What follows belongs to an exercise in optimizing a design on an open flow for small area and a short achievable clock period; a production flow would make more cautious choices.
No run shown here included a check of the RTL's function; only the layout flow was run.

<file path="design/flow/design.v">
module MAC_25(
    input         sys_clk,
    input         sys_en,
    input         rst_n,
    input  [7:0]  data_in_a,
    input         sign_data_in_a,
    input  [7:0]  data_in_b,
    output [15:0] mul_output,
    output [24:0] mac_output
);
    wire [64:0] pp;
    wire [15:0] ra, rb, prod;
    wire [24:0] acc_next;
    reg  [24:0] acc;
    mac_pp u_pp(.data_in_a(data_in_a), .sign_data_in_a(sign_data_in_a), .data_in_b(data_in_b), .pp(pp));
    wire pp0_0 = pp[0];
    wire pp0_1 = pp[1];
    wire pp1_0 = pp[2];
    wire pp0_2 = pp[3];
    wire pp1_1 = pp[4];
    wire pp2_0 = pp[5];
    wire pp0_3 = pp[6];
    wire pp1_2 = pp[7];
    wire pp2_1 = pp[8];
    wire pp3_0 = pp[9];
    wire pp0_4 = pp[10];
    wire pp1_3 = pp[11];
    wire pp2_2 = pp[12];
    wire pp3_1 = pp[13];
    wire pp4_0 = pp[14];
    wire pp0_5 = pp[15];
    wire pp1_4 = pp[16];
    wire pp2_3 = pp[17];
    wire pp3_2 = pp[18];
    wire pp4_1 = pp[19];
    wire pp5_0 = pp[20];
    wire pp0_6 = pp[21];
    wire pp1_5 = pp[22];
    wire pp2_4 = pp[23];
    wire pp3_3 = pp[24];
    wire pp4_2 = pp[25];
    wire pp5_1 = pp[26];
    wire pp6_0 = pp[27];
    wire pp0_7 = pp[28];
    wire pp1_6 = pp[29];
    wire pp2_5 = pp[30];
    wire pp3_4 = pp[31];
    wire pp4_3 = pp[32];
    wire pp5_2 = pp[33];
    wire pp6_1 = pp[34];
    wire pp7_0 = pp[35];
    wire pp0_8 = pp[36];
    wire pp1_7 = pp[37];
    wire pp2_6 = pp[38];
    wire pp3_5 = pp[39];
    wire pp4_4 = pp[40];
    wire pp5_3 = pp[41];
    wire pp6_2 = pp[42];
    wire pp7_1 = pp[43];
    wire pp2_7 = pp[44];
    wire pp3_6 = pp[45];
    wire pp4_5 = pp[46];
    wire pp5_4 = pp[47];
    wire pp6_3 = pp[48];
    wire pp7_2 = pp[49];
    wire pp3_7 = pp[50];
    wire pp4_6 = pp[51];
    wire pp5_5 = pp[52];
    wire pp6_4 = pp[53];
    wire pp7_3 = pp[54];
    wire pp4_7 = pp[55];
    wire pp5_6 = pp[56];
    wire pp6_5 = pp[57];
    wire pp7_4 = pp[58];
    wire pp5_7 = pp[59];
    wire pp6_6 = pp[60];
    wire pp7_5 = pp[61];
    wire pp6_7 = pp[62];
    wire pp7_6 = pp[63];
    wire pp7_7 = pp[64];
    wire s1 = pp0_2 ^ pp1_1 ^ pp2_0;
    wire c2 = (pp0_2 & pp1_1) | (pp0_2 & pp2_0) | (pp1_1 & pp2_0);
    wire s3 = pp0_3 ^ pp1_2 ^ pp2_1;
    wire c4 = (pp0_3 & pp1_2) | (pp0_3 & pp2_1) | (pp1_2 & pp2_1);
    wire s5 = pp3_0 ^ c2 ^ s3;
    wire c6 = (pp3_0 & c2) | (pp3_0 & s3) | (c2 & s3);
    wire s7 = pp0_4 ^ pp1_3 ^ pp2_2;
    wire c8 = (pp0_4 & pp1_3) | (pp0_4 & pp2_2) | (pp1_3 & pp2_2);
    wire s9 = pp3_1 ^ pp4_0 ^ c4;
    wire c10 = (pp3_1 & pp4_0) | (pp3_1 & c4) | (pp4_0 & c4);
    wire s11 = s7 ^ c6 ^ s9;
    wire c12 = (s7 & c6) | (s7 & s9) | (c6 & s9);
    wire s13 = pp0_5 ^ pp1_4 ^ pp2_3;
    wire c14 = (pp0_5 & pp1_4) | (pp0_5 & pp2_3) | (pp1_4 & pp2_3);
    wire s15 = pp3_2 ^ pp4_1 ^ pp5_0;
    wire c16 = (pp3_2 & pp4_1) | (pp3_2 & pp5_0) | (pp4_1 & pp5_0);
    wire s17 = c8 ^ s13 ^ s15;
    wire c18 = (c8 & s13) | (c8 & s15) | (s13 & s15);
    wire s19 = c10 ^ s17 ^ c12;
    wire c20 = (c10 & s17) | (c10 & c12) | (s17 & c12);
    wire s21 = pp0_6 ^ pp1_5 ^ pp2_4;
    wire c22 = (pp0_6 & pp1_5) | (pp0_6 & pp2_4) | (pp1_5 & pp2_4);
    wire s23 = pp3_3 ^ pp4_2 ^ pp5_1;
    wire c24 = (pp3_3 & pp4_2) | (pp3_3 & pp5_1) | (pp4_2 & pp5_1);
    wire s25 = pp6_0 ^ c14 ^ c16;
    wire c26 = (pp6_0 & c14) | (pp6_0 & c16) | (c14 & c16);
    wire s27 = s21 ^ s23 ^ c18;
    wire c28 = (s21 & s23) | (s21 & c18) | (s23 & c18);
    wire s29 = s25 ^ s27 ^ c20;
    wire c30 = (s25 & s27) | (s25 & c20) | (s27 & c20);
    wire s31 = 1'b0 ^ pp0_7 ^ pp1_6;
    wire c32 = (1'b0 & pp0_7) | (1'b0 & pp1_6) | (pp0_7 & pp1_6);
    wire s33 = pp2_5 ^ pp3_4 ^ pp4_3;
    wire c34 = (pp2_5 & pp3_4) | (pp2_5 & pp4_3) | (pp3_4 & pp4_3);
    wire s35 = pp5_2 ^ pp6_1 ^ c22;
    wire c36 = (pp5_2 & pp6_1) | (pp5_2 & c22) | (pp6_1 & c22);
    wire s37 = c24 ^ s31 ^ s33;
    wire c38 = (c24 & s31) | (c24 & s33) | (s31 & s33);
    wire s39 = pp7_0 ^ c26 ^ s35;
    wire c40 = (pp7_0 & c26) | (pp7_0 & s35) | (c26 & s35);
    wire s41 = s37 ^ c28 ^ s39;
    wire c42 = (s37 & c28) | (s37 & s39) | (c28 & s39);
    wire s43 = pp0_8 ^ pp1_7 ^ pp2_6;
    wire c44 = (pp0_8 & pp1_7) | (pp0_8 & pp2_6) | (pp1_7 & pp2_6);
    wire s45 = pp3_5 ^ pp4_4 ^ pp5_3;
    wire c46 = (pp3_5 & pp4_4) | (pp3_5 & pp5_3) | (pp4_4 & pp5_3);
    wire s47 = pp6_2 ^ c32 ^ c34;
    wire c48 = (pp6_2 & c32) | (pp6_2 & c34) | (c32 & c34);
    wire s49 = s43 ^ s45 ^ pp7_1;
    wire c50 = (s43 & s45) | (s43 & pp7_1) | (s45 & pp7_1);
    wire s51 = c36 ^ c38 ^ s47;
    wire c52 = (c36 & c38) | (c36 & s47) | (c38 & s47);
    wire s53 = s49 ^ c40 ^ s51;
    wire c54 = (s49 & c40) | (s49 & s51) | (c40 & s51);
    wire s55 = pp2_7 ^ pp3_6 ^ pp4_5;
    wire c56 = (pp2_7 & pp3_6) | (pp2_7 & pp4_5) | (pp3_6 & pp4_5);
    wire s57 = pp5_4 ^ pp6_3 ^ c44;
    wire c58 = (pp5_4 & pp6_3) | (pp5_4 & c44) | (pp6_3 & c44);
    wire s59 = c46 ^ s55 ^ pp7_2;
    wire c60 = (c46 & s55) | (c46 & pp7_2) | (s55 & pp7_2);
    wire s61 = c48 ^ s57 ^ c50;
    wire c62 = (c48 & s57) | (c48 & c50) | (s57 & c50);
    wire s63 = s59 ^ c52 ^ s61;
    wire c64 = (s59 & c52) | (s59 & s61) | (c52 & s61);
    wire s65 = pp3_7 ^ pp4_6 ^ pp5_5;
    wire c66 = (pp3_7 & pp4_6) | (pp3_7 & pp5_5) | (pp4_6 & pp5_5);
    wire s67 = pp6_4 ^ c56 ^ s65;
    wire c68 = (pp6_4 & c56) | (pp6_4 & s65) | (c56 & s65);
    wire s69 = pp7_3 ^ c58 ^ c60;
    wire c70 = (pp7_3 & c58) | (pp7_3 & c60) | (c58 & c60);
    wire s71 = s67 ^ c62 ^ s69;
    wire c72 = (s67 & c62) | (s67 & s69) | (c62 & s69);
    wire s73 = pp4_7 ^ pp5_6 ^ pp6_5;
    wire c74 = (pp4_7 & pp5_6) | (pp4_7 & pp6_5) | (pp5_6 & pp6_5);
    wire s75 = c66 ^ s73 ^ pp7_4;
    wire c76 = (c66 & s73) | (c66 & pp7_4) | (s73 & pp7_4);
    wire s77 = c68 ^ s75 ^ c70;
    wire c78 = (c68 & s75) | (c68 & c70) | (s75 & c70);
    wire s79 = pp5_7 ^ pp6_6 ^ c74;
    wire c80 = (pp5_7 & pp6_6) | (pp5_7 & c74) | (pp6_6 & c74);
    wire s81 = pp7_5 ^ s79 ^ c76;
    wire c82 = (pp7_5 & s79) | (pp7_5 & c76) | (s79 & c76);
    wire s83 = pp6_7 ^ pp7_6 ^ c80;
    wire c84 = (pp6_7 & pp7_6) | (pp6_7 & c80) | (pp7_6 & c80);
    assign ra = {1'b0, pp7_7, s83, s81, c72, c64, c54, c42, s41, s29, s19, s11, s5, s1, pp0_1, pp0_0};
    assign rb = {1'b1, c84, c82, c78, s77, s71, s63, s53, c30, 1'b1, 1'b1, 1'b1, 1'b1, 1'b1, pp1_0, 1'b1};
    wire [15:0] g85 = ra & rb;
    wire [15:0] p86 = ra ^ rb;
    wire g87 = ra[0] | rb[0];
    wire G88 = g85[1] | (p86[1] & g87);
    wire P89 = p86[1] & p86[0];
    wire G90 = g85[3] | (p86[3] & g85[2]);
    wire P91 = p86[3] & p86[2];
    wire G92 = g85[5] | (p86[5] & g85[4]);
    wire P93 = p86[5] & p86[4];
    wire G94 = g85[7] | (p86[7] & g85[6]);
    wire P95 = p86[7] & p86[6];
    wire G96 = g85[9] | (p86[9] & g85[8]);
    wire P97 = p86[9] & p86[8];
    wire G98 = g85[11] | (p86[11] & g85[10]);
    wire P99 = p86[11] & p86[10];
    wire G100 = g85[13] | (p86[13] & g85[12]);
    wire P101 = p86[13] & p86[12];
    wire G102 = g85[15] | (p86[15] & g85[14]);
    wire P103 = p86[15] & p86[14];
    wire G104 = g85[2] | (p86[2] & G88);
    wire P105 = p86[2] & P89;
    wire G106 = G90 | (P91 & G88);
    wire P107 = P91 & P89;
    wire G108 = g85[6] | (p86[6] & G92);
    wire P109 = p86[6] & P93;
    wire G110 = G94 | (P95 & G92);
    wire P111 = P95 & P93;
    wire G112 = g85[10] | (p86[10] & G96);
    wire P113 = p86[10] & P97;
    wire G114 = G98 | (P99 & G96);
    wire P115 = P99 & P97;
    wire G116 = g85[14] | (p86[14] & G100);
    wire P117 = p86[14] & P101;
    wire G118 = G102 | (P103 & G100);
    wire P119 = P103 & P101;
    wire G120 = g85[4] | (p86[4] & G106);
    wire P121 = p86[4] & P107;
    wire G122 = G92 | (P93 & G106);
    wire P123 = P93 & P107;
    wire G124 = G108 | (P109 & G106);
    wire P125 = P109 & P107;
    wire G126 = G110 | (P111 & G106);
    wire P127 = P111 & P107;
    wire G128 = g85[12] | (p86[12] & G114);
    wire P129 = p86[12] & P115;
    wire G130 = G100 | (P101 & G114);
    wire P131 = P101 & P115;
    wire G132 = G116 | (P117 & G114);
    wire P133 = P117 & P115;
    wire G134 = G118 | (P119 & G114);
    wire P135 = P119 & P115;
    wire G136 = g85[8] | (p86[8] & G126);
    wire P137 = p86[8] & P127;
    wire G138 = G96 | (P97 & G126);
    wire P139 = P97 & P127;
    wire G140 = G112 | (P113 & G126);
    wire P141 = P113 & P127;
    wire G142 = G114 | (P115 & G126);
    wire P143 = P115 & P127;
    wire G144 = G128 | (P129 & G126);
    wire P145 = P129 & P127;
    wire G146 = G130 | (P131 & G126);
    wire P147 = P131 & P127;
    wire G148 = G132 | (P133 & G126);
    wire P149 = P133 & P127;
    wire G150 = G134 | (P135 & G126);
    wire P151 = P135 & P127;
    assign prod = ~(p86 ^ {G148, G146, G144, G142, G140, G138, G136, G126, G124, G122, G120, G106, G104, G88, g87, 1'b1});
    wire [15:0] pg = prod & {16{sys_en}};
    wire cy16;
    wire [15:0] lo_sum;
    wire [15:0] g152 = acc[15:0] & pg;
    wire [15:0] p153 = acc[15:0] ^ pg;
    wire G154 = g152[1] | (p153[1] & g152[0]);
    wire G155 = g152[2] | (p153[2] & G154);
    wire G156 = g152[3] | (p153[3] & G155);
    wire G157 = g152[4] | (p153[4] & G156);
    wire G158 = g152[5] | (p153[5] & G157);
    wire G159 = g152[6] | (p153[6] & G158);
    wire G160 = g152[7] | (p153[7] & G159);
    wire G161 = g152[9] | (p153[9] & g152[8]);
    wire P162 = p153[9] & p153[8];
    wire G163 = g152[11] | (p153[11] & g152[10]);
    wire P164 = p153[11] & p153[10];
    wire G165 = g152[13] | (p153[13] & g152[12]);
    wire P166 = p153[13] & p153[12];
    wire G167 = g152[15] | (p153[15] & g152[14]);
    wire P168 = p153[15] & p153[14];
    wire G169 = g152[10] | (p153[10] & G161);
    wire P170 = p153[10] & P162;
    wire G171 = G163 | (P164 & G161);
    wire P172 = P164 & P162;
    wire G173 = g152[14] | (p153[14] & G165);
    wire P174 = p153[14] & P166;
    wire G175 = G167 | (P168 & G165);
    wire P176 = P168 & P166;
    wire G177 = g152[12] | (p153[12] & G171);
    wire P178 = p153[12] & P172;
    wire G179 = G165 | (P166 & G171);
    wire P180 = P166 & P172;
    wire G181 = G173 | (P174 & G171);
    wire P182 = P174 & P172;
    wire G183 = G175 | (P176 & G171);
    wire P184 = P176 & P172;
    wire G185 = g152[8] | (p153[8] & G160);
    wire G186 = G161 | (P162 & G160);
    wire G187 = G169 | (P170 & G160);
    wire G188 = G171 | (P172 & G160);
    wire G189 = G177 | (P178 & G160);
    wire G190 = G179 | (P180 & G160);
    wire G191 = G181 | (P182 & G160);
    wire G192 = G183 | (P184 & G160);
    assign lo_sum = p153 ^ {G191, G190, G189, G188, G187, G186, G185, G160, G159, G158, G157, G156, G155, G154, g152[0], 1'b0};
    assign cy16 = G192;
    assign acc_next[15:0] = lo_sum;
    wire inc = cy16 & ~pg[15];
    wire dec = pg[15] & ~cy16;
    wire [8:0] hi = acc[24:16];
    wire [8:0] ones, zeros;
    assign ones[0] = 1'b1;
    assign zeros[0] = 1'b1;
    assign ones[1] = ones[0] & hi[0];
    assign zeros[1] = zeros[0] & ~hi[0];
    assign ones[2] = ones[1] & hi[1];
    assign zeros[2] = zeros[1] & ~hi[1];
    assign ones[3] = ones[2] & hi[2];
    assign zeros[3] = zeros[2] & ~hi[2];
    assign ones[4] = ones[3] & hi[3];
    assign zeros[4] = zeros[3] & ~hi[3];
    assign ones[5] = ones[4] & hi[4];
    assign zeros[5] = zeros[4] & ~hi[4];
    assign ones[6] = ones[5] & hi[5];
    assign zeros[6] = zeros[5] & ~hi[5];
    assign ones[7] = ones[6] & hi[6];
    assign zeros[7] = zeros[6] & ~hi[6];
    assign ones[8] = ones[7] & hi[7];
    assign zeros[8] = zeros[7] & ~hi[7];
    assign acc_next[24:16] = hi ^ (({9{inc}} & ones) | ({9{dec}} & zeros));
    assign mul_output = prod;
    always @(posedge sys_clk or negedge rst_n) begin
        if (!rst_n)
            acc <= 25'd0;
        else
            acc <= acc_next;
    end
    assign mac_output = acc;
endmodule
module mac_pp(input [7:0] data_in_a, input sign_data_in_a, input [7:0] data_in_b, output [64:0] pp);
    wire [7:0] a = data_in_a;
    wire       t = sign_data_in_a;
    wire       bz = |data_in_b[6:0];
    wire [7:0] bp = {data_in_b[7] & bz, data_in_b[6:0]} ^ {8{t}};
    wire       sel1 = data_in_b[0];
    wire       sel2 = t & ~data_in_b[0];
    wire pp0_0 = (~sel1 | ~a[0]);
    wire pp0_1 = (~sel1 | ~a[1]) & (~sel2 | ~a[0]);
    wire pp0_2 = (~sel1 | ~a[2]) & (~sel2 | ~a[1]);
    wire pp0_3 = (~sel1 | ~a[3]) & (~sel2 | ~a[2]);
    wire pp0_4 = (~sel1 | ~a[4]) & (~sel2 | ~a[3]);
    wire pp0_5 = (~sel1 | ~a[5]) & (~sel2 | ~a[4]);
    wire pp0_6 = (~sel1 | ~a[6]) & (~sel2 | ~a[5]);
    wire pp0_7 = (~sel1 | ~a[7]) & (~sel2 | ~a[6]);
    wire pp0_8 = (~sel2 | ~a[7]);
    wire pp1_0 = ~a[0] | ~bp[1];
    wire pp1_1 = ~a[1] | ~bp[1];
    wire pp1_2 = ~a[2] | ~bp[1];
    wire pp1_3 = ~a[3] | ~bp[1];
    wire pp1_4 = ~a[4] | ~bp[1];
    wire pp1_5 = ~a[5] | ~bp[1];
    wire pp1_6 = ~a[6] | ~bp[1];
    wire pp1_7 = ~a[7] | ~bp[1];
    wire pp2_0 = ~a[0] | ~bp[2];
    wire pp2_1 = ~a[1] | ~bp[2];
    wire pp2_2 = ~a[2] | ~bp[2];
    wire pp2_3 = ~a[3] | ~bp[2];
    wire pp2_4 = ~a[4] | ~bp[2];
    wire pp2_5 = ~a[5] | ~bp[2];
    wire pp2_6 = ~a[6] | ~bp[2];
    wire pp2_7 = ~a[7] | ~bp[2];
    wire pp3_0 = ~a[0] | ~bp[3];
    wire pp3_1 = ~a[1] | ~bp[3];
    wire pp3_2 = ~a[2] | ~bp[3];
    wire pp3_3 = ~a[3] | ~bp[3];
    wire pp3_4 = ~a[4] | ~bp[3];
    wire pp3_5 = ~a[5] | ~bp[3];
    wire pp3_6 = ~a[6] | ~bp[3];
    wire pp3_7 = ~a[7] | ~bp[3];
    wire pp4_0 = ~a[0] | ~bp[4];
    wire pp4_1 = ~a[1] | ~bp[4];
    wire pp4_2 = ~a[2] | ~bp[4];
    wire pp4_3 = ~a[3] | ~bp[4];
    wire pp4_4 = ~a[4] | ~bp[4];
    wire pp4_5 = ~a[5] | ~bp[4];
    wire pp4_6 = ~a[6] | ~bp[4];
    wire pp4_7 = ~a[7] | ~bp[4];
    wire pp5_0 = ~a[0] | ~bp[5];
    wire pp5_1 = ~a[1] | ~bp[5];
    wire pp5_2 = ~a[2] | ~bp[5];
    wire pp5_3 = ~a[3] | ~bp[5];
    wire pp5_4 = ~a[4] | ~bp[5];
    wire pp5_5 = ~a[5] | ~bp[5];
    wire pp5_6 = ~a[6] | ~bp[5];
    wire pp5_7 = ~a[7] | ~bp[5];
    wire pp6_0 = ~a[0] | ~bp[6];
    wire pp6_1 = ~a[1] | ~bp[6];
    wire pp6_2 = ~a[2] | ~bp[6];
    wire pp6_3 = ~a[3] | ~bp[6];
    wire pp6_4 = ~a[4] | ~bp[6];
    wire pp6_5 = ~a[5] | ~bp[6];
    wire pp6_6 = ~a[6] | ~bp[6];
    wire pp6_7 = ~a[7] | ~bp[6];
    wire nbp7 = ~bp[7];
    wire pp7_0 = a[0] & bp[7];
    wire pp7_1 = a[1] & bp[7];
    wire pp7_2 = a[2] & bp[7];
    wire pp7_3 = a[3] & bp[7];
    wire pp7_4 = a[4] & bp[7];
    wire pp7_5 = a[5] & bp[7];
    wire pp7_6 = a[6] & bp[7];
    wire pp7_7 = a[7] & bp[7];
    assign pp = {pp7_7, pp7_6, pp6_7, pp7_5, pp6_6, pp5_7, pp7_4, pp6_5, pp5_6, pp4_7, pp7_3, pp6_4, pp5_5, pp4_6, pp3_7, pp7_2, pp6_3, pp5_4, pp4_5, pp3_6, pp2_7, pp7_1, pp6_2, pp5_3, pp4_4, pp3_5, pp2_6, pp1_7, pp0_8, pp7_0, pp6_1, pp5_2, pp4_3, pp3_4, pp2_5, pp1_6, pp0_7, pp6_0, pp5_1, pp4_2, pp3_3, pp2_4, pp1_5, pp0_6, pp5_0, pp4_1, pp3_2, pp2_3, pp1_4, pp0_5, pp4_0, pp3_1, pp2_2, pp1_3, pp0_4, pp3_0, pp2_1, pp1_2, pp0_3, pp2_0, pp1_1, pp0_2, pp1_0, pp0_1, pp0_0};
endmodule
</file>
<file path="design/flow/config.mk">
export PLATFORM = sky130hd
export DESIGN_NAME = MAC_25
export DESIGN_NICKNAME = MAC_25
export VERILOG_FILES = /design/flow/design.v
export SDC_FILE = /design/flow/constraint.sdc
export NUM_CORES = 4
export LEC_CHECK = 0
export CAP_MARGIN = 20
export CORE_MARGIN = 2
export CORE_UTILIZATION = 55
export SETUP_SLACK_MARGIN = 2.5
export SLEW_MARGIN = 20
export SYNTH_HIERARCHICAL = 1
export SYNTH_MINIMUM_KEEP_SIZE = 0
</file>
<file path="design/flow/flow/run.sh">
#!/bin/bash
set -euo pipefail
sed 's/yosys synth -nofsm -noshare/yosys synth -nofsm -noshare -noabc/' synth_recipe.tcl > my_synth.tcl
bash standard.sh "SYNTH_SCRIPT=$PWD/my_synth.tcl" "BUFFER_PORTS_ARGS=-buffer_cell sky130_fd_sc_hd__buf_1"  finish > standard.log 2>&1
</file>
<file path="design/flow/standard.sh">
#!/bin/bash
# synth_recipe.tcl (not shown) runs the flow's synth.tcl, then flattens the netlist and writes it again
# the make line also repeats each setting of config.mk as NAME=value (left out here)
make -C /OpenROAD-flow-scripts/flow DESIGN_CONFIG=/design/flow/config.mk WORK_HOME=/design/flow/orfs CLKGATE_MAP_FILE= SYNTH_SCRIPT=/design/flow/synth_recipe.tcl "${@:-finish}"
</file>
<file path="design/flow/constraint.sdc">
create_clock -name core_clock -period 12.0 [get_ports {sys_clk}]
set_input_delay 2.4000 -clock core_clock [delete_from_list [all_inputs] [get_ports {sys_clk}]]
set_output_delay 2.4000 -clock core_clock [all_outputs]
set_load 0.01 [all_outputs]
</file>
==> impl_results.md, run 1 <==
- Total gr overflow: 0
- Seq cells post-synth: 25
- Final Hold Viols: 0
- WL final: 6400 um
- Clock root buffer: clkbuf_8
- Gr usage total: 0.184
- Core Util, Final: 0.542
- Area leader, netlist: fa_1
- Synth unique cells: 50
- Largest regs: acc x25
- Routed Antenna Nets: 0
- Unrepaired setup endpoints after global routing: false
- CTS buffer count: 3
- Period Utilization, post-route: 0.770
- Hold-fix buffers at CTS: 0
- Final HPWL DP: 5410 um
- Initial Utilization: 0.564
- CP startpoint kind: primary input
- H-tree Lvls: 1
- CP Max Fanout: 10
- Post-synth EDFFs: 0
- Outcome: complete, no violations
- Die Area: 7560 um^2
- Via density: 5.32
- Final slew viol count: 0
- Setup Fix Bufs, Post-CTS: 0
- Crit path time final: 9.25 ns
- PortBufs: 60
- Fmax: 108 MHz
- Die height: 87.0 um
- Seq/Total Area, Yosys: 0.165
- Worst Tran Pin Value: 0.709 ns
- Worst hold path class: register to register
- DRC Markers: 0
- Relative slew slack: 0.526
- Initial antenna violation count: 0
- Req. time, crit path: 9.60 ns
- Setup CP Type: primary input to output port
- NumNets Final: 456
- Yosys warns: 7
- Critical path capture point type: output port
- Post-Syn Area: 3790 um^2
- Max-Cap Viols: 0
- Initial DRC count: 95
- Synth Area per Inst: 10.0 um^2
- Clock skew: 0.00432 ns
- Commonest non-fill, non-tap cell in the layout: nand2_1
- Share of post-route cells with drive strength above 1: 0.0718
- Ys flop type: dfrtp_1
- I/O pin count: 61
- Core area: 6720 um^2
- Gp weighted congestion: 0.813
- # diodes: 0
- Max reg flops: 25
- # rows: 30
- CTS Buffer Depth: 2
- Largest net degree at the start of global routing: 26
- Setup TNS: 0 ns
- CTS tree: built
- Biggest register: acc
- Commonest cells after routing, fill and taps aside: 61 x nand2_1, 58 x buf_1, 50 x fa_1, 25 x dfrtp_1, 23 x ha_1
- Number of global-route vias before repair: 2313
- Worst-Skew Late Latency: 0.27 ns
- Cells after Synth: 378
- Async S/R FF share, synth: 1.00
- Clk slew on worst S/H paths: 0.09 ns
- Drt wl/cell: 14.5 um
- Setup violators final: 0
- Clk sinks: 25
- Layout area overhead: -3.77%
- Routed via count: 2352
- First-pass GRT wire length: 11100 um
- Mapped Nets: 471
- Main area contributors after synthesis: fa_1 26%, dfrtp_1 17%, buf_4 15%
- Die X: 87.0 um
- TritonRoute pass-1 iters: 5
- Critical Path AT: 6.85 ns
- Yosys top cell area share: 0.264
- Fillers: 627
-- stage by stage --
stage | instance area, um^2 | hold slack, ns | cells | setup WS [ns]
CTS | 3590 | 0.491 | 442 | 2.63
finish | 3640 | 0.486 | 442 | 2.75
global route | 3640 | 0.518 | 442 | 2.56
global placement | 3520 | 0.474 | 438 | 2.34
detailed placement | 3520 | 0.478 | 438 | 2.20
floorplan | 3790 | 0.504 | 378 | 2.95
-- timing repair --
item,CTS,global route
pin swaps,0,0
endpoints found under the setup margin,9,8
gates resized for setup,4,8
-- path summary, 6_finish.rpt --
path,from,to,slack (ns),depth (start not counted)
worst max-delay path,sign_data_in_a,mul_output[9],2.75,14
worst min-delay path,acc[24],acc[24],0.49,1
worst max register to register,acc[0],acc[24],6.31,19
worst min register to register,acc[24],acc[24],0.49,1
max in group asynchronous,rst_n,acc[22],9.66,2
min in group asynchronous,rst_n,acc[16],2.10,2
-- cell usage after synthesis, types with 2 or more instances --
master and instances:
a21o_1 7, buf_4 77, nor3_1 2, ha_1 23, a22oi_1 7, mux2i_1 3, xnor2_1 16, nand3_1 2
inv_1 10, dfrtp_1 25, nor2b_1 2, nor2_1 4, or3_1 4, a21boi_1 8, o21ai_0 9, nand2_1 61
nand2b_1 5, a21oi_1 6, and2_1 10, o21a_1 3, clkbuf_1 3, xor2_1 14, fa_1 50
-- modules after synthesis (local to each module, per instance) --
module,flip-flops and latches,cells inside
MAC_25,25,223
mac_pp,0,155
-- per-layer routing --
layer  vias up  global-route usage  part of all wire
met5         -                   0                 0
met4         0              0.0313            0.0078
met3         4              0.0303             0.034
met2        42               0.286              0.48
met1      1171               0.277              0.48
li1       1135                   -                 -
-- kinds of logic after synthesis --
group | share of synthesized area
and+or+nand+nor | 0.143
buffers and inverters | 0.167
adders and majority gates | 0.340
AOI/OAI and AO/OA | 0.104
xor gates and xnor gates | 0.0694
DFF | 0.165
muxes | 0.0116
-- layout make-up --
cell class / count / area [um^2] / area share
clock buffers: 3 / 41.3 / 0.0113
clock inverters: 1 / 5.00 / 0.00137
well taps: 80 / 100 / 0.0275
repair buffers: 61 / 238 / 0.0652
inverters: 10 / 37.5 / 0.0103
multi-input cells: 262 / 2600 / 0.713
flip-flops and latches: 25 / 626 / 0.172
-- critical path, stage by stage --
cell	delay, ns
clkbuf_4	0.27
nor2b_4	0.30
a22oi_1	0.13
fa_1	0.51
fa_1	0.40
fa_1	0.45
fa_1	0.43
fa_1	0.53
or3_1	0.40
o21ai_0	0.18
nand2b_1	0.09
fa_1	0.38
xnor2_1	0.18
buf_1	0.20
==> run 2: changes to the inputs <==
--- a/design/flow/design.v
+++ b/design/flow/design.v
@@ -15,2 +15,90 @@
     mac_pp u_pp(.data_in_a(data_in_a), .sign_data_in_a(sign_data_in_a), .data_in_b(data_in_b), .pp(pp));
+    mac_tree u_tree(.pp(pp), .ra(ra), .rb(rb));
+    mac_cpa u_cpa(.ra(ra), .rb(rb), .prod(prod));
+    mac_acc u_acc(.sys_en(sys_en), .acc(acc), .prod(prod), .acc_next(acc_next));
+    assign mul_output = prod;
+    always @(posedge sys_clk or negedge rst_n) begin
+        if (!rst_n)
+            acc <= 25'd0;
+        else
+            acc <= acc_next;
+    end
+    assign mac_output = acc;
+endmodule
+module mac_pp(input [7:0] data_in_a, input sign_data_in_a, input [7:0] data_in_b, output [64:0] pp);
+    wire [7:0] a = data_in_a;
+    wire       t = sign_data_in_a;
+    wire       bz = |data_in_b[6:0];
+    wire [7:0] bp = {data_in_b[7] & bz, data_in_b[6:0]} ^ {8{t}};
+    wire       sel1 = data_in_b[0];
+    wire       sel2 = t & ~data_in_b[0];
+    wire pp0_0 = (~sel1 | ~a[0]);
+    wire pp0_1 = (~sel1 | ~a[1]) & (~sel2 | ~a[0]);
+    wire pp0_2 = (~sel1 | ~a[2]) & (~sel2 | ~a[1]);
+    wire pp0_3 = (~sel1 | ~a[3]) & (~sel2 | ~a[2]);
+    wire pp0_4 = (~sel1 | ~a[4]) & (~sel2 | ~a[3]);
+    wire pp0_5 = (~sel1 | ~a[5]) & (~sel2 | ~a[4]);
+    wire pp0_6 = (~sel1 | ~a[6]) & (~sel2 | ~a[5]);
+    wire pp0_7 = (~sel1 | ~a[7]) & (~sel2 | ~a[6]);
+    wire pp0_8 = (~sel2 | ~a[7]);
+    wire pp1_0 = ~a[0] | ~bp[1];
+    wire pp1_1 = ~a[1] | ~bp[1];
+    wire pp1_2 = ~a[2] | ~bp[1];
+    wire pp1_3 = ~a[3] | ~bp[1];
+    wire pp1_4 = ~a[4] | ~bp[1];
+    wire pp1_5 = ~a[5] | ~bp[1];
+    wire pp1_6 = ~a[6] | ~bp[1];
+    wire pp1_7 = ~a[7] | ~bp[1];
+    wire pp2_0 = ~a[0] | ~bp[2];
+    wire pp2_1 = ~a[1] | ~bp[2];
+    wire pp2_2 = ~a[2] | ~bp[2];
+    wire pp2_3 = ~a[3] | ~bp[2];
+    wire pp2_4 = ~a[4] | ~bp[2];
+    wire pp2_5 = ~a[5] | ~bp[2];
+    wire pp2_6 = ~a[6] | ~bp[2];
+    wire pp2_7 = ~a[7] | ~bp[2];
+    wire pp3_0 = ~a[0] | ~bp[3];
+    wire pp3_1 = ~a[1] | ~bp[3];
+    wire pp3_2 = ~a[2] | ~bp[3];
+    wire pp3_3 = ~a[3] | ~bp[3];
+    wire pp3_4 = ~a[4] | ~bp[3];
+    wire pp3_5 = ~a[5] | ~bp[3];
+    wire pp3_6 = ~a[6] | ~bp[3];
+    wire pp3_7 = ~a[7] | ~bp[3];
+    wire pp4_0 = ~a[0] | ~bp[4];
+    wire pp4_1 = ~a[1] | ~bp[4];
+    wire pp4_2 = ~a[2] | ~bp[4];
+    wire pp4_3 = ~a[3] | ~bp[4];
+    wire pp4_4 = ~a[4] | ~bp[4];
+    wire pp4_5 = ~a[5] | ~bp[4];
+    wire pp4_6 = ~a[6] | ~bp[4];
+    wire pp4_7 = ~a[7] | ~bp[4];
+    wire pp5_0 = ~a[0] | ~bp[5];
+    wire pp5_1 = ~a[1] | ~bp[5];
+    wire pp5_2 = ~a[2] | ~bp[5];
+    wire pp5_3 = ~a[3] | ~bp[5];
+    wire pp5_4 = ~a[4] | ~bp[5];
+    wire pp5_5 = ~a[5] | ~bp[5];
+    wire pp5_6 = ~a[6] | ~bp[5];
+    wire pp5_7 = ~a[7] | ~bp[5];
+    wire pp6_0 = ~a[0] | ~bp[6];
+    wire pp6_1 = ~a[1] | ~bp[6];
+    wire pp6_2 = ~a[2] | ~bp[6];
+    wire pp6_3 = ~a[3] | ~bp[6];
+    wire pp6_4 = ~a[4] | ~bp[6];
+    wire pp6_5 = ~a[5] | ~bp[6];
+    wire pp6_6 = ~a[6] | ~bp[6];
+    wire pp6_7 = ~a[7] | ~bp[6];
+    wire nbp7 = ~bp[7];
+    wire pp7_0 = a[0] & bp[7];
+    wire pp7_1 = a[1] & bp[7];
+    wire pp7_2 = a[2] & bp[7];
+    wire pp7_3 = a[3] & bp[7];
+    wire pp7_4 = a[4] & bp[7];
+    wire pp7_5 = a[5] & bp[7];
+    wire pp7_6 = a[6] & bp[7];
+    wire pp7_7 = a[7] & bp[7];
+    assign pp = {pp7_7, pp7_6, pp6_7, pp7_5, pp6_6, pp5_7, pp7_4, pp6_5, pp5_6, pp4_7, pp7_3, pp6_4, pp5_5, pp4_6, pp3_7, pp7_2, pp6_3, pp5_4, pp4_5, pp3_6, pp2_7, pp7_1, pp6_2, pp5_3, pp4_4, pp3_5, pp2_6, pp1_7, pp0_8, pp7_0, pp6_1, pp5_2, pp4_3, pp3_4, pp2_5, pp1_6, pp0_7, pp6_0, pp5_1, pp4_2, pp3_3, pp2_4, pp1_5, pp0_6, pp5_0, pp4_1, pp3_2, pp2_3, pp1_4, pp0_5, pp4_0, pp3_1, pp2_2, pp1_3, pp0_4, pp3_0, pp2_1, pp1_2, pp0_3, pp2_0, pp1_1, pp0_2, pp1_0, pp0_1, pp0_0};
+endmodule
+module mac_tree(input [64:0] pp, output [15:0] ra, output [15:0] rb);
     wire pp0_0 = pp[0];
@@ -166,2 +254,4 @@
     assign rb = {1'b1, c84, c82, c78, s77, s71, s63, s53, c30, 1'b1, 1'b1, 1'b1, 1'b1, 1'b1, pp1_0, 1'b1};
+endmodule
+module mac_cpa(input [15:0] ra, input [15:0] rb, output [15:0] prod);
     wire [15:0] g85 = ra & rb;
@@ -234,2 +324,4 @@
     assign prod = ~(p86 ^ {G148, G146, G144, G142, G140, G138, G136, G126, G124, G122, G120, G106, G104, G88, g87, 1'b1});
+endmodule
+module mac_acc(input sys_en, input [24:0] acc, input [15:0] prod, output [24:0] acc_next);
     wire [15:0] pg = prod & {16{sys_en}};
@@ -246,6 +338,6 @@
     wire G160 = g152[7] | (p153[7] & G159);
-    wire G161 = g152[9] | (p153[9] & g152[8]);
-    wire P162 = p153[9] & p153[8];
-    wire G163 = g152[11] | (p153[11] & g152[10]);
-    wire P164 = p153[11] & p153[10];
+    wire G161 = g152[8] | (p153[8] & G160);
+    wire G162 = g152[9] | (p153[9] & G161);
+    wire G163 = g152[10] | (p153[10] & G162);
+    wire G164 = g152[11] | (p153[11] & G163);
     wire G165 = g152[13] | (p153[13] & g152[12]);
@@ -254,28 +346,12 @@
     wire P168 = p153[15] & p153[14];
-    wire G169 = g152[10] | (p153[10] & G161);
-    wire P170 = p153[10] & P162;
-    wire G171 = G163 | (P164 & G161);
-    wire P172 = P164 & P162;
-    wire G173 = g152[14] | (p153[14] & G165);
-    wire P174 = p153[14] & P166;
-    wire G175 = G167 | (P168 & G165);
-    wire P176 = P168 & P166;
-    wire G177 = g152[12] | (p153[12] & G171);
-    wire P178 = p153[12] & P172;
-    wire G179 = G165 | (P166 & G171);
-    wire P180 = P166 & P172;
-    wire G181 = G173 | (P174 & G171);
-    wire P182 = P174 & P172;
-    wire G183 = G175 | (P176 & G171);
-    wire P184 = P176 & P172;
-    wire G185 = g152[8] | (p153[8] & G160);
-    wire G186 = G161 | (P162 & G160);
-    wire G187 = G169 | (P170 & G160);
-    wire G188 = G171 | (P172 & G160);
-    wire G189 = G177 | (P178 & G160);
-    wire G190 = G179 | (P180 & G160);
-    wire G191 = G181 | (P182 & G160);
-    wire G192 = G183 | (P184 & G160);
-    assign lo_sum = p153 ^ {G191, G190, G189, G188, G187, G186, G185, G160, G159, G158, G157, G156, G155, G154, g152[0], 1'b0};
-    assign cy16 = G192;
+    wire G169 = g152[14] | (p153[14] & G165);
+    wire P170 = p153[14] & P166;
+    wire G171 = G167 | (P168 & G165);
+    wire P172 = P168 & P166;
+    wire G173 = g152[12] | (p153[12] & G164);
+    wire G174 = G165 | (P166 & G164);
+    wire G175 = G169 | (P170 & G164);
+    wire G176 = G171 | (P172 & G164);
+    assign lo_sum = p153 ^ {G175, G174, G173, G164, G163, G162, G161, G160, G159, G158, G157, G156, G155, G154, g152[0], 1'b0};
+    assign cy16 = G176;
     assign acc_next[15:0] = lo_sum;
@@ -304,85 +380,2 @@
     assign acc_next[24:16] = hi ^ (({9{inc}} & ones) | ({9{dec}} & zeros));
-    assign mul_output = prod;
-    always @(posedge sys_clk or negedge rst_n) begin
-        if (!rst_n)
-            acc <= 25'd0;
-        else
-            acc <= acc_next;
-    end
-    assign mac_output = acc;
-endmodule
-module mac_pp(input [7:0] data_in_a, input sign_data_in_a, input [7:0] data_in_b, output [64:0] pp);
-    wire [7:0] a = data_in_a;
-    wire       t = sign_data_in_a;
-    wire       bz = |data_in_b[6:0];
-    wire [7:0] bp = {data_in_b[7] & bz, data_in_b[6:0]} ^ {8{t}};
-    wire       sel1 = data_in_b[0];
-    wire       sel2 = t & ~data_in_b[0];
-    wire pp0_0 = (~sel1 | ~a[0]);
-    wire pp0_1 = (~sel1 | ~a[1]) & (~sel2 | ~a[0]);
-    wire pp0_2 = (~sel1 | ~a[2]) & (~sel2 | ~a[1]);
-    wire pp0_3 = (~sel1 | ~a[3]) & (~sel2 | ~a[2]);
-    wire pp0_4 = (~sel1 | ~a[4]) & (~sel2 | ~a[3]);
-    wire pp0_5 = (~sel1 | ~a[5]) & (~sel2 | ~a[4]);
-    wire pp0_6 = (~sel1 | ~a[6]) & (~sel2 | ~a[5]);
-    wire pp0_7 = (~sel1 | ~a[7]) & (~sel2 | ~a[6]);
-    wire pp0_8 = (~sel2 | ~a[7]);
-    wire pp1_0 = ~a[0] | ~bp[1];
-    wire pp1_1 = ~a[1] | ~bp[1];
-    wire pp1_2 = ~a[2] | ~bp[1];
-    wire pp1_3 = ~a[3] | ~bp[1];
-    wire pp1_4 = ~a[4] | ~bp[1];
-    wire pp1_5 = ~a[5] | ~bp[1];
-    wire pp1_6 = ~a[6] | ~bp[1];
-    wire pp1_7 = ~a[7] | ~bp[1];
-    wire pp2_0 = ~a[0] | ~bp[2];
-    wire pp2_1 = ~a[1] | ~bp[2];
-    wire pp2_2 = ~a[2] | ~bp[2];
-    wire pp2_3 = ~a[3] | ~bp[2];
-    wire pp2_4 = ~a[4] | ~bp[2];
-    wire pp2_5 = ~a[5] | ~bp[2];
-    wire pp2_6 = ~a[6] | ~bp[2];
-    wire pp2_7 = ~a[7] | ~bp[2];
-    wire pp3_0 = ~a[0] | ~bp[3];
-    wire pp3_1 = ~a[1] | ~bp[3];
-    wire pp3_2 = ~a[2] | ~bp[3];
-    wire pp3_3 = ~a[3] | ~bp[3];
-    wire pp3_4 = ~a[4] | ~bp[3];
-    wire pp3_5 = ~a[5] | ~bp[3];
-    wire pp3_6 = ~a[6] | ~bp[3];
-    wire pp3_7 = ~a[7] | ~bp[3];
-    wire pp4_0 = ~a[0] | ~bp[4];
-    wire pp4_1 = ~a[1] | ~bp[4];
-    wire pp4_2 = ~a[2] | ~bp[4];
-    wire pp4_3 = ~a[3] | ~bp[4];
-    wire pp4_4 = ~a[4] | ~bp[4];
-    wire pp4_5 = ~a[5] | ~bp[4];
-    wire pp4_6 = ~a[6] | ~bp[4];
-    wire pp4_7 = ~a[7] | ~bp[4];
-    wire pp5_0 = ~a[0] | ~bp[5];
-    wire pp5_1 = ~a[1] | ~bp[5];
-    wire pp5_2 = ~a[2] | ~bp[5];
-    wire pp5_3 = ~a[3] | ~bp[5];
-    wire pp5_4 = ~a[4] | ~bp[5];
-    wire pp5_5 = ~a[5] | ~bp[5];
-    wire pp5_6 = ~a[6] | ~bp[5];
-    wire pp5_7 = ~a[7] | ~bp[5];
-    wire pp6_0 = ~a[0] | ~bp[6];
-    wire pp6_1 = ~a[1] | ~bp[6];
-    wire pp6_2 = ~a[2] | ~bp[6];
-    wire pp6_3 = ~a[3] | ~bp[6];
-    wire pp6_4 = ~a[4] | ~bp[6];
-    wire pp6_5 = ~a[5] | ~bp[6];
-    wire pp6_6 = ~a[6] | ~bp[6];
-    wire pp6_7 = ~a[7] | ~bp[6];
-    wire nbp7 = ~bp[7];
-    wire pp7_0 = a[0] & bp[7];
-    wire pp7_1 = a[1] & bp[7];
-    wire pp7_2 = a[2] & bp[7];
-    wire pp7_3 = a[3] & bp[7];
-    wire pp7_4 = a[4] & bp[7];
-    wire pp7_5 = a[5] & bp[7];
-    wire pp7_6 = a[6] & bp[7];
-    wire pp7_7 = a[7] & bp[7];
-    assign pp = {pp7_7, pp7_6, pp6_7, pp7_5, pp6_6, pp5_7, pp7_4, pp6_5, pp5_6, pp4_7, pp7_3, pp6_4, pp5_5, pp4_6, pp3_7, pp7_2, pp6_3, pp5_4, pp4_5, pp3_6, pp2_7, pp7_1, pp6_2, pp5_3, pp4_4, pp3_5, pp2_6, pp1_7, pp0_8, pp7_0, pp6_1, pp5_2, pp4_3, pp3_4, pp2_5, pp1_6, pp0_7, pp6_0, pp5_1, pp4_2, pp3_3, pp2_4, pp1_5, pp0_6, pp5_0, pp4_1, pp3_2, pp2_3, pp1_4, pp0_5, pp4_0, pp3_1, pp2_2, pp1_3, pp0_4, pp3_0, pp2_1, pp1_2, pp0_3, pp2_0, pp1_1, pp0_2, pp1_0, pp0_1, pp0_0};
 endmodule
==> design/flow/flow/run.sh (replaced) <==
#!/bin/bash
set -euo pipefail
sed 's/yosys synth -nofsm -noshare/yosys synth -nofsm -noshare -noabc/' synth_recipe.tcl > my_synth.tcl
bash standard.sh "SYNTH_SCRIPT=$PWD/my_synth.tcl" "BUFFER_PORTS_ARGS=-buffer_cell sky130_fd_sc_hd__buf_1" finish > standard.log 2>&1
--- a/design/flow/config.mk
+++ b/design/flow/config.mk
@@ -9,6 +9,4 @@
 export CORE_MARGIN = 2
-export CORE_UTILIZATION = 55
+export CORE_UTILIZATION = 40
 export SETUP_SLACK_MARGIN = 2.5
 export SLEW_MARGIN = 20
-export SYNTH_HIERARCHICAL = 1
-export SYNTH_MINIMUM_KEEP_SIZE = 0
==> impl_results.md, run 2 <==
- Worst-Skew Late Latency: 0.27 ns
- Setup violators final: 0
- Routed Antenna Nets: 0
- Synth unique cells: 44
- Via density: 5.02
- Final HPWL DP: 5140 um
- Drt wl/cell: 14.4 um
- Largest regs: acc x25
- Outcome: complete, no violations
- CP startpoint kind: primary input
- Initial antenna violation count: 0
- Initial DRC count: 68
- CTS Buffer Depth: 2
- CP top delay family: adder cells
- Crit path buf inv count: 4
- Area leader, netlist: fa_1
- CTS tree: built
- Ys flop type: dfrtp_1
- Final Hold Viols: 0
- Critical path capture point type: register
- # rows: 32
- Seq/Total Area, Yosys: 0.199
- Share of post-route cells with drive strength above 1: 0.231
- CP Max Fanout: 5
- Hold WS: 0.499 ns
- Commonest cells after routing, fill and taps aside: 57 x nand2_1, 54 x buf_1, 35 x fa_1, 25 x dfrtp_1, 19 x fa_2
- Core area: 7690 um^2
- Critical Path AT: 9.77 ns
- CP max stage delay: 0.54 ns
- Gr usage total: 0.163
- PortBufs: 60
- Layout area overhead: 26.5%
- Period Utilization, post-route: 0.801
- Max reg flops: 25
- Worst path slowest cell: fa_2
- Yosys top cell area share: 0.343
- Main area contributors after synthesis: fa_1 34%, dfrtp_1 20%, ha_1 7.5%
- Total gr overflow: 0
- Most frequent cell after synthesis: nand2_1
- Fillers: 713
- Clock skew: 0.00371 ns
- Gp weighted congestion: 0.796
- Relative slew slack: 0.678
- First-pass GRT wire length: 11300 um
- Worst hold path class: register to register
- Max-Cap Viols: 0
- Mapped Nets: 393
- NumNets Final: 466
- Clk slew on worst S/H paths: 0.09 ns
- DRC Markers: 0
- Req. time, crit path: 12.16 ns
- Setup CP Type: primary input to register
- Final slew viol count: 0
- Fmax: 104 MHz
- H-tree Lvls: 1
- Largest net degree at the start of global routing: 26
- CTS buffer count: 3
- WL final: 6820 um
- # diodes: 0
- Routed via count: 2378
- Commonest non-fill, non-tap cell in the layout: nand2_1
- I/O pin count: 61
- Top cells by count, synth: 60 x nand2_1, 54 x fa_1, 25 x dfrtp_1
- Post-Syn Area: 3150 um^2
- Die X: 92.7 um
- Cells after Synth: 300
- Inst Count DP: 449
- Biggest register: acc
- Synth Area per Inst: 10.5 um^2
- Hold-fix buffers at CTS: 0
- Clock root buffer: clkbuf_8
- Core Util, Final: 0.518
- Worst Tran Pin Value: 0.483 ns
- Die Area: 8600 um^2
- Async S/R FF share, synth: 1.00
- Crit path time final: 9.61 ns
- Clk sinks: 25
- Post-synth EDFFs: 0
- Die height: 92.7 um
- Yosys warns: 1
- Seq cells post-synth: 25
- Setup TNS: 0 ns
- Finished Layout Cells: 474
- Number of global-route vias before repair: 2409
- Initial Utilization: 0.410
- Cell repeated most along the worst path: fa_2
- TritonRoute pass-1 iters: 4
- Unrepaired setup endpoints after global routing: true
==> run 2: worst paths after layout <==
check | from | to | slack, ns | cells past startpoint
setup / recovery | sign_data_in_a | acc[23] | 2.39 | 30
hold / removal | acc[24] | acc[24] | 0.50 | 1
setup reg to reg | acc[0] | acc[23] | 5.16 | 24
hold reg to reg | acc[24] | acc[24] | 0.50 | 1
max in group asynchronous | rst_n | acc[21] | 9.65 | 2
min in group asynchronous | rst_n | acc[18] | 2.10 | 2
==> run 2: cell families after synthesis <==
kind of cell,share of synthesized area
AOI/OAI and AO/OA,0.0759
xor gates and xnor gates,0.0803
adders and majority gates,0.419
buffers and inverters,0.0302
DFF,0.199
muxes,0.00954
and+or+nand+nor,0.187
==> run 2: repair_timing <==
| item | in CTS | in global routing |
|---|---|---|
| buffers inserted | 13 | 7 |
| setup endpoints to repair | 6 | 9 |
| pin swaps | 13 | 13 |
| resized for setup | 21 | 16 |
| cloned | 1 | 0 |
==> run 2: per-layer routing <==
metal	vias to the layer above	GRT usage	routed length (um)
li1	1117	-	-
met1	1205	0.219	2890
met2	48	0.292	3630
met3	8	0.0195	232
met4	0	0.0233	74
met5	-	0	0
==> run 2: area by class of cell <==
class / instances / area (um^2) / share of cell area
multi-input cells: 253 / 2660 / 0.667
flip-flops and latches: 25 / 626 / 0.157
clock buffers: 3 / 41.3 / 0.0104
repair buffers: 84 / 502 / 0.126
clock inverters: 1 / 5.00 / 0.00126
well taps: 102 / 128 / 0.0320
inverters: 6 / 25.0 / 0.00628
==> run 2: stage by stage <==
stage | instance area (um^2) | setup WS [ns]
floorplan | 3280 | 2.31
global placement | 3560 | 1.68
detailed placement | 3560 | 1.59
CTS | 3870 | 2.40
global route | 3990 | 2.07
finish | 3990 | 2.39
==> run 3: changes to the inputs <==
--- a/design/flow/design.v
+++ b/design/flow/design.v
@@ -275,51 +275,39 @@
     wire P103 = p86[15] & p86[14];
-    wire G104 = g85[2] | (p86[2] & G88);
-    wire P105 = p86[2] & P89;
-    wire G106 = G90 | (P91 & G88);
-    wire P107 = P91 & P89;
-    wire G108 = g85[6] | (p86[6] & G92);
-    wire P109 = p86[6] & P93;
-    wire G110 = G94 | (P95 & G92);
-    wire P111 = P95 & P93;
-    wire G112 = g85[10] | (p86[10] & G96);
-    wire P113 = p86[10] & P97;
-    wire G114 = G98 | (P99 & G96);
-    wire P115 = P99 & P97;
-    wire G116 = g85[14] | (p86[14] & G100);
-    wire P117 = p86[14] & P101;
-    wire G118 = G102 | (P103 & G100);
-    wire P119 = P103 & P101;
-    wire G120 = g85[4] | (p86[4] & G106);
-    wire P121 = p86[4] & P107;
-    wire G122 = G92 | (P93 & G106);
-    wire P123 = P93 & P107;
-    wire G124 = G108 | (P109 & G106);
-    wire P125 = P109 & P107;
-    wire G126 = G110 | (P111 & G106);
-    wire P127 = P111 & P107;
-    wire G128 = g85[12] | (p86[12] & G114);
-    wire P129 = p86[12] & P115;
-    wire G130 = G100 | (P101 & G114);
-    wire P131 = P101 & P115;
-    wire G132 = G116 | (P117 & G114);
-    wire P133 = P117 & P115;
-    wire G134 = G118 | (P119 & G114);
-    wire P135 = P119 & P115;
-    wire G136 = g85[8] | (p86[8] & G126);
-    wire P137 = p86[8] & P127;
-    wire G138 = G96 | (P97 & G126);
-    wire P139 = P97 & P127;
-    wire G140 = G112 | (P113 & G126);
-    wire P141 = P113 & P127;
-    wire G142 = G114 | (P115 & G126);
-    wire P143 = P115 & P127;
-    wire G144 = G128 | (P129 & G126);
-    wire P145 = P129 & P127;
-    wire G146 = G130 | (P131 & G126);
-    wire P147 = P131 & P127;
-    wire G148 = G132 | (P133 & G126);
-    wire P149 = P133 & P127;
-    wire G150 = G134 | (P135 & G126);
-    wire P151 = P135 & P127;
-    assign prod = ~(p86 ^ {G148, G146, G144, G142, G140, G138, G136, G126, G124, G122, G120, G106, G104, G88, g87, 1'b1});
+    wire G104 = G90 | (P91 & G88);
+    wire P105 = P91 & P89;
+    wire G106 = G94 | (P95 & G92);
+    wire P107 = P95 & P93;
+    wire G108 = G98 | (P99 & G96);
+    wire P109 = P99 & P97;
+    wire G110 = G102 | (P103 & G100);
+    wire P111 = P103 & P101;
+    wire G112 = G106 | (P107 & G104);
+    wire P113 = P107 & P105;
+    wire G114 = G110 | (P111 & G108);
+    wire P115 = P111 & P109;
+    wire G116 = G114 | (P115 & G112);
+    wire P117 = P115 & P113;
+    wire G118 = G108 | (P109 & G112);
+    wire P119 = P109 & P113;
+    wire G120 = G92 | (P93 & G104);
+    wire P121 = P93 & P105;
+    wire G122 = G96 | (P97 & G112);
+    wire P123 = P97 & P113;
+    wire G124 = G100 | (P101 & G118);
+    wire P125 = P101 & P119;
+    wire G126 = g85[2] | (p86[2] & G88);
+    wire P127 = p86[2] & P89;
+    wire G128 = g85[4] | (p86[4] & G104);
+    wire P129 = p86[4] & P105;
+    wire G130 = g85[6] | (p86[6] & G120);
+    wire P131 = p86[6] & P121;
+    wire G132 = g85[8] | (p86[8] & G112);
+    wire P133 = p86[8] & P113;
+    wire G134 = g85[10] | (p86[10] & G122);
+    wire P135 = p86[10] & P123;
+    wire G136 = g85[12] | (p86[12] & G118);
+    wire P137 = p86[12] & P119;
+    wire G138 = g85[14] | (p86[14] & G124);
+    wire P139 = p86[14] & P125;
+    assign prod = ~(p86 ^ {G138, G124, G136, G118, G134, G122, G132, G112, G130, G120, G128, G104, G126, G88, g87, 1'b1});
 endmodule
@@ -329,29 +317,45 @@
     wire [15:0] lo_sum;
-    wire [15:0] g152 = acc[15:0] & pg;
-    wire [15:0] p153 = acc[15:0] ^ pg;
-    wire G154 = g152[1] | (p153[1] & g152[0]);
-    wire G155 = g152[2] | (p153[2] & G154);
-    wire G156 = g152[3] | (p153[3] & G155);
-    wire G157 = g152[4] | (p153[4] & G156);
-    wire G158 = g152[5] | (p153[5] & G157);
-    wire G159 = g152[6] | (p153[6] & G158);
-    wire G160 = g152[7] | (p153[7] & G159);
-    wire G161 = g152[8] | (p153[8] & G160);
-    wire G162 = g152[9] | (p153[9] & G161);
-    wire G163 = g152[10] | (p153[10] & G162);
-    wire G164 = g152[11] | (p153[11] & G163);
-    wire G165 = g152[13] | (p153[13] & g152[12]);
-    wire P166 = p153[13] & p153[12];
-    wire G167 = g152[15] | (p153[15] & g152[14]);
-    wire P168 = p153[15] & p153[14];
-    wire G169 = g152[14] | (p153[14] & G165);
-    wire P170 = p153[14] & P166;
-    wire G171 = G167 | (P168 & G165);
-    wire P172 = P168 & P166;
-    wire G173 = g152[12] | (p153[12] & G164);
-    wire G174 = G165 | (P166 & G164);
-    wire G175 = G169 | (P170 & G164);
-    wire G176 = G171 | (P172 & G164);
-    assign lo_sum = p153 ^ {G175, G174, G173, G164, G163, G162, G161, G160, G159, G158, G157, G156, G155, G154, g152[0], 1'b0};
-    assign cy16 = G176;
+    wire [15:0] g140 = acc[15:0] & pg;
+    wire [15:0] p141 = acc[15:0] ^ pg;
+    wire G142 = g140[1] | (p141[1] & g140[0]);
+    wire G143 = g140[2] | (p141[2] & G142);
+    wire G144 = g140[3] | (p141[3] & G143);
+    wire G145 = g140[4] | (p141[4] & G144);
+    wire G146 = g140[5] | (p141[5] & G145);
+    wire G147 = g140[6] | (p141[6] & G146);
+    wire G148 = g140[7] | (p141[7] & G147);
+    wire G149 = g140[9] | (p141[9] & g140[8]);
+    wire P150 = p141[9] & p141[8];
+    wire G151 = g140[11] | (p141[11] & g140[10]);
+    wire P152 = p141[11] & p141[10];
+    wire G153 = g140[13] | (p141[13] & g140[12]);
+    wire P154 = p141[13] & p141[12];
+    wire G155 = g140[15] | (p141[15] & g140[14]);
+    wire P156 = p141[15] & p141[14];
+    wire G157 = g140[10] | (p141[10] & G149);
+    wire P158 = p141[10] & P150;
+    wire G159 = G151 | (P152 & G149);
+    wire P160 = P152 & P150;
+    wire G161 = g140[14] | (p141[14] & G153);
+    wire P162 = p141[14] & P154;
+    wire G163 = G155 | (P156 & G153);
+    wire P164 = P156 & P154;
+    wire G165 = g140[12] | (p141[12] & G159);
+    wire P166 = p141[12] & P160;
+    wire G167 = G153 | (P154 & G159);
+    wire P168 = P154 & P160;
+    wire G169 = G161 | (P162 & G159);
+    wire P170 = P162 & P160;
+    wire G171 = G163 | (P164 & G159);
+    wire P172 = P164 & P160;
+    wire G173 = g140[8] | (p141[8] & G148);
+    wire G174 = G149 | (P150 & G148);
+    wire G175 = G157 | (P158 & G148);
+    wire G176 = G159 | (P160 & G148);
+    wire G177 = G165 | (P166 & G148);
+    wire G178 = G167 | (P168 & G148);
+    wire G179 = G169 | (P170 & G148);
+    wire G180 = G171 | (P172 & G148);
+    assign lo_sum = p141 ^ {G179, G178, G177, G176, G175, G174, G173, G148, G147, G146, G145, G144, G143, G142, g140[0], 1'b0};
+    assign cy16 = G180;
     assign acc_next[15:0] = lo_sum;
==> impl_results.md, run 3 <==
- Post-synth EDFFs: 0
- Fmax: 109 MHz
- Crit path time final: 9.18 ns
- Most frequent cell after synthesis: nand2_1
- Reg2reg path depth: 17
- Area leader, netlist: fa_1
- Post-synthesis compound-gate area fraction: 0.0599
- Worst Tran Pin Value: 0.738 ns
- H-tree Lvls: 1
- PortBufs: 60
- Main area contributors after synthesis: fa_1 33%, dfrtp_1 20%, ha_1 9.1%
- Final Instance Area: 3620 um^2
- Clock root buffer: clkbuf_8
- Seq/Total Area, Yosys: 0.197
- CTS buffer count: 3
- Unrepaired setup endpoints after global routing: true
- Core Util, Final: 0.471
- Final slew viol count: 0
- Hold-fix buffers at CTS: 0
- Timing startpoint of the critical path: sign_data_in_a
- Largest net degree at the start of global routing: 26
- Worst hold path class: register to register
- CP Max Fanout: 15
- Routed Antenna Nets: 0
- Hold path endpoint: acc[24]
- Largest family of logic cells by synthesized area: adder cells
- Cells after Synth: 315
- Via density: 4.93
- Biggest register: acc
- Layout area overhead: 14.1%
- Post-synthesis mux area share: 0.00946
- TritonRoute pass-1 iters: 4
- Async S/R FF share, synth: 1.00
- Setup violators final: 0
- Ys flop type: dfrtp_1
- Die X: 93.1 um
- Hold Startpoint: acc[24]
- R2r endpoint: acc[24]
- Initial Utilization: 0.413
- Setup CP Type: primary input to output port
- Seq cells post-synth: 25
- Final HPWL DP: 5320 um
- Gp weighted congestion: 0.885
- Commonest cells after routing, fill and taps aside: 64 x nand2_1, 56 x buf_1, 53 x fa_1, 25 x dfrtp_1, 23 x ha_1
- # diodes: 0
- Placed cell areas: 3460 um^2
- Worst r2r src: acc[0]
- NumNets Final: 465
- Clk sinks: 25
- Period Utilization, post-route: 0.765
- Initial antenna violation count: 0
- DRC Markers: 0
- Post-Synth XOR/XNOR Area: 0.0769
- Commonest non-fill, non-tap cell in the layout: nand2_1
- Routed via count: 2316
- Top cells by count, synth: 64 x nand2_1, 53 x fa_1, 25 x dfrtp_1
- Outcome: complete, no violations
- Largest regs: acc x25
- Worst-Skew Late Latency: 0.27 ns
- Yosys warns: 1
- Die Area: 8660 um^2
- Relative slew slack: 0.506
- WL final: 6370 um
- Post-Syn Area: 3170 um^2
- Post-synthesis adder-cell area fraction: 0.425
- Final Hold Viols: 0
- Yosys top cell area share: 0.334
- # rows: 32
- Clk slew on worst S/H paths: 0.09 ns
- Drt wl/cell: 13.5 um
- Gr usage total: 0.156
- CTS tree: built
- Finished Layout Cells: 470
- Req. time, crit path: 9.60 ns
- Synth Area per Inst: 10.1 um^2
- Clock skew: 0.00701 ns
- Core area: 7690 um^2
- Max reg flops: 25
- Mapped Nets: 411
- FF-to-FF setup slack: 6.04 ns
- Synth unique cells: 38
- Simple-gate portion of the synthesized area: 0.196
- Total gr overflow: 0
- CP startpoint kind: primary input
- Initial DRC count: 103
- Critical Path AT: 6.78 ns
- First-pass GRT wire length: 10900 um
- Share of post-route cells with drive strength above 1: 0.0652
- I/O pin count: 61
- Die height: 93.1 um
- Max-Cap Viols: 0
- Critical path capture point type: output port
- CTS Buffer Depth: 2
- Number of global-route vias before repair: 2315
- Hold Crit Depth: 1
- Setup TNS: 0 ns
- Inst Count DP: 462
[run 3: changes by cell type after synthesis, moves of 3 or more]
| cell | previous run | this run |
|---|---|---|
| xor2_1 | 11 | 14 |
| nor3_1 | 1 | 5 |
| inv_1 | 5 | 10 |
| nor2_1 | 10 | 15 |
| xnor2_1 | 16 | 12 |
| nand2_1 | 60 | 64 |
| ha_1 | 19 | 23 |
| nand4_1 | 0 | 3 |
[run 3: cells by family (layout without fill, tap and decap cells)]
kind of cell,after synthesis,count (layout)
compound gates,29,29
xor+xnor,27,27
fa+ha+maj,76,76
buf+inv,26,79
flops,25,25
mux,3,3
simple gates,129,129
[run 3: through the flow]
stage                     hold WS [ns]  setup WS (ns)
after global placement           0.460           2.17
after global routing             0.516           2.47
after floorplan                  0.508           2.77
after CTS                        0.491           2.50
final                            0.483           2.82
after detailed placement         0.473           2.06
[run 3: repair_timing]
| action | CTS | global route |
|---|---|---|
| setup endpoints to repair | 12 | 12 |
| gates cloned | 0 | 0 |
| resized for setup | 4 | 12 |
| buffers inserted | 0 | 4 |
| pin swaps | 0 | 2 |
[run 3: area by class of cell]
cell class / instances / area, um^2
well taps: 102 / 128
inverters: 10 / 37.5
clock inverters: 1 / 7.51
clock buffers: 3 / 41.3
repair buffers: 65 / 274
flip-flops and latches: 25 / 626
multi-input cells: 264 / 2510
fillers: 778 / 4070
[run 3: worst max path at each step]
stage                      to  slack, ns  cells past startpoint
2_1_floorplan  mul_output[11]       2.77                     16
3_3_place_gp   mul_output[14]       2.17                     16
3_5_place_dp   mul_output[14]       2.06                     16
4_1_cts        mul_output[14]       2.50                     16
5_1_grt        mul_output[11]       2.47                     16
6_report       mul_output[14]       2.82                     16
[run 3: routing by layer]
metal,global-route usage,vias to the layer above,part of all wire
li1,-,1117,-
met1,0.230,1153,0.47
met2,0.255,44,0.49
met3,0.0210,2,0.035
met4,0.0184,0,0.0042
met5,0,-,0
[run 3: critical path, stage by stage]
cell and delay [ns]:
buf_6 0.21, xor2_4 0.28, nand2_1 0.12, fa_1 0.41, fa_1 0.47, fa_1 0.45, fa_1 0.41, fa_1 0.37
ha_1 0.34, o21ai_0 0.10, a31oi_1 0.20, nand4_1 0.16, a21oi_1 0.18, fa_1 0.45, inv_1 0.07, buf_1 0.14

-- separate check: timing with driven ports --
The flow's constraints put no driver on any port. The routed layouts listed below were extracted and timed again, unchanged, in two steps.
Step 1: set_driving_cell puts a clkbuf_16 on sys_clk and a buf_2 on each other input, an assumption about the parent block.
Step 2 adds t to the input delays and takes it off the output delays; t is the mean of the earliest and latest rising clock arrival at the registers after step 1. Input paths then give back, and output paths get back, about the clock's delay inside the block.
a / b / c = no drivers / after step 1 / after step 2; a / b = the first two.
run | t (ns) | setup WS [ns] | clock arrival spread, ns | worst register clock-pin slew, ns
run 1 | 0.292 | 2.754 / 2.727 / 2.695 | 0.004 / 0.004 | 0.09 / 0.09
run 2 | 0.293 | 2.392 / 2.378 / 2.085 | 0.004 / 0.004 | 0.09 / 0.09
run 3 | 0.292 | 2.817 / 2.780 / 2.780 | 0.007 / 0.007 | 0.09 / 0.09
After both steps every run listed still meets setup and hold. For run 2, which loses most, drivers alone change the setup slack by -0.014 ns; drivers and shift together by -0.307 ns.
